What follows belongs to an exercise in optimizing a design on an open flow for small area, a short achievable clock period and few clock cycles; a production flow would make more cautious choices.
The RTL was checked by simulation tests, not by an equivalence proof against the original design.
No activity file was given, so power comes from the tool's default toggle rates.

Design or32, start of the top module:
module or32(
    input               i_rst,
    input               i_clk,
    output reg [31:0]   o_addr,
    output reg [31:0]   o_dat_w,
    output reg [3:0]    o_we,
    input      [31:0]   i_dat_r,
    output reg          o_stb,
    input               i_ack
);
    reg         rst;                 
    reg [31:0]  r [0:14];            
    reg [31:0]  fpc;                 
    reg         pend;                
    reg [1:0]   bk;                  
    reg         fkill;               
    reg         mem_pend;            
    reg         mem_ld;              
    reg         st_chk;              
    reg [13:2]  st_lo;               
    localparam BK_F = 2'd0, BK_L = 2'd1, BK_S = 2'd2;
    reg [31:0]  ir;
    reg         ir_v;
    reg [3:0]   q_r1a;               
    reg [3:0]   q_r2a;               
    reg         q_p2r;               
    reg         q_use1, q_use2;      
    reg         q_wr;                
    reg         q_x;                 
    reg         q_jz, q_ims, q_shift, q_mul, q_div, q_ld, q_st;
    reg         q_rj;                
    reg         q_stdat;             
    reg [11:0]  q_xo;                
    reg         q_inv;
    reg [15:0]  sel1, sel2;          
    reg         x_v;
    reg [11:0]  xo;
    reg         x_inv;               
    reg         x_as;                
    reg         x_lb;                
    reg         x_w15;               
    reg         x_fin;               
    reg [3:0]   x_d;
    reg [7:0]   x_a1;
    reg [31:0]  x_a, x_b;
    reg [31:0]  acc;                 
  ...
Size in the first run: roughly 7700 cells after synthesis, ~930 flip-flops, roughly 0.060 sq mm of cells after synthesis.
==> flow/config.mk <==
export PLATFORM = sky130hd
export DESIGN_NAME = or32
export DESIGN_NICKNAME = or32
export VERILOG_FILES = /design/flow/design.v
export SDC_FILE = /design/flow/constraint.sdc
export NUM_CORES = 4
export LEC_CHECK = 0
export ABC_AREA = 1
export CAP_MARGIN = 20
export CORE_MARGIN = 2
export CORE_UTILIZATION = 40
export SLEW_MARGIN = 20
export TNS_END_PERCENT = 100
==> flow/constraint.sdc <==
create_clock -name core_clock -period 13.0 [get_ports {i_clk}]
set_input_delay 2.6000 -clock core_clock [delete_from_list [all_inputs] [get_ports {i_clk}]]
set_output_delay 2.6000 -clock core_clock [all_outputs]
set_load 0.01 [all_outputs]
standard.sh (not shown) runs the stock make flow with config.mk's settings and CLKGATE_MAP_FILE= SYNTH_SCRIPT=/design/flow/synth_recipe.tcl, a recipe that flattens the netlist after the stock synthesis.
==> flow/flow/run.sh <==
#!/bin/bash
set -euo pipefail
bash standard.sh SETUP_SLACK_MARGIN=9.3 "BUFFER_PORTS_ARGS=-buffer_cell sky130_fd_sc_hd__buf_4" finish > standard.log 2>&1
Testbench counts at the start, summed over its fixed seeds: cycles 174,885.
Then changed:
==> flow/flow/run.sh (replaced) <==
#!/bin/bash
set -euo pipefail
bash standard.sh SETUP_SLACK_MARGIN=9 "BUFFER_PORTS_ARGS=-buffer_cell sky130_fd_sc_hd__buf_4" finish > standard.log 2>&1
- TNS_END_PERCENT: 100 -> 5
Outcome:
- final area goes down by a few percent
- cell count falls slightly
- sequential power hardly moves
- setup slack gets worse by 0.40 ns
- register-to-register slack loses 0.40 ns
- wire length goes down slightly
- power fell by a few percent
- via count drops by a few percent
- non-clock buffer count shrinks by 109
- synthesized area is unchanged


lane 1:
or32 again, from the RTL that the note above started with.
clock: 13.0 ns
lec_check: 0
abc_area: 1
cap_margin: 20
core_margin: 2
core_utilization: 40
slew_margin: 20
tns_end_percent: 100
==> flow/flow/run.sh <==
#!/bin/bash
set -euo pipefail
bash standard.sh SETUP_SLACK_MARGIN=9 "BUFFER_PORTS_ARGS=-buffer_cell sky130_fd_sc_hd__buf_4" finish > standard.log 2>&1
Testbench counts of lane 1, summed over its fixed seeds: cycles 174,885.
Input changes introduced in lane 2 (baseline for comparison: lane 1):
# lane 1
export LEC_CHECK = 0
export ABC_AREA = 1
export CAP_MARGIN = 20
export CORE_MARGIN = 2
export CORE_UTILIZATION = 40
export SLEW_MARGIN = 20
export TNS_END_PERCENT = 100
create_clock -name core_clock -period 13.0 [get_ports {i_clk}]
# lane 2
export LEC_CHECK = 0
export ABC_AREA = 1
export CAP_MARGIN = 20
export CORE_MARGIN = 2
export CORE_UTILIZATION = 40
export SLEW_MARGIN = 20
export TNS_END_PERCENT = 30
create_clock -name core_clock -period 13.0 [get_ports {i_clk}]
==> flow/flow/run.sh <==
#!/bin/bash
set -euo pipefail
bash standard.sh SETUP_SLACK_MARGIN=9.6 "BUFFER_PORTS_ARGS=-buffer_cell sky130_fd_sc_hd__buf_4" finish > standard.log 2>&1
Findings:
- From lane 1 to lane 2 the numbers moved as follows: synthesis-to-finish area growth went up by 8.8 points; overall power saw an increase; area after synthesis shows no meaningful change; fmax went down 1.7%; buffer count from post-CTS setup fixing shows an increase of 153.
- The run showing the smaller length of routed wiring on met1 is lane 2.
- Compare lane 1 and lane 2 | number of antenna violations at the first check in global routing higher: lane 1
- | clock-buffer cell count | lane 2 vs lane 1 | about 2.3% lower |
- | first-pass GRT wire length | lower: lane 1 |
- Between lane 1 and lane 2, buffering overhead increased.
- Area enclosed by the die boundary: lane 2 vs lane 1 identical

## re-timing with driven ports
No port has a modelled driver above. Below, the same layouts with a new extraction and two added sets of constraints.
Step 1 sets driving cells, clkbuf_16 on the clock port and buf_2 on the other inputs (assumed; they add their load-dependent delay and slew).
Step 2 also shifts input and output timing later by t, the mid clock arrival at the registers, as if the neighbouring blocks saw the same clock.
Slacks: no drivers / after step 1 / after step 2; pairs: no drivers / after step 1.
run | t, ns | setup WS [ns] | latest minus earliest clock arrival (ns) | pins driven straight from the clock port
the first run of note 1 | 0.865 | 9.035 / 8.970 / 8.312 | 0.106 / 0.106 | 1
the second run of note 1 | 0.853 | 8.634 / 8.634 / 7.927 | 0.107 / 0.106 | 1
lane 1 | 0.856 | 8.917 / 8.917 / 8.178 | 0.096 / 0.096 | 1
lane 2 | 0.879 | 8.846 / 8.846 / 8.198 | 0.085 / 0.085 | 1
After both steps every run listed still meets setup and hold. The setup slack of lane 1, which loses most, moves by 0.000 ns with the drivers and by -0.739 ns with both steps.
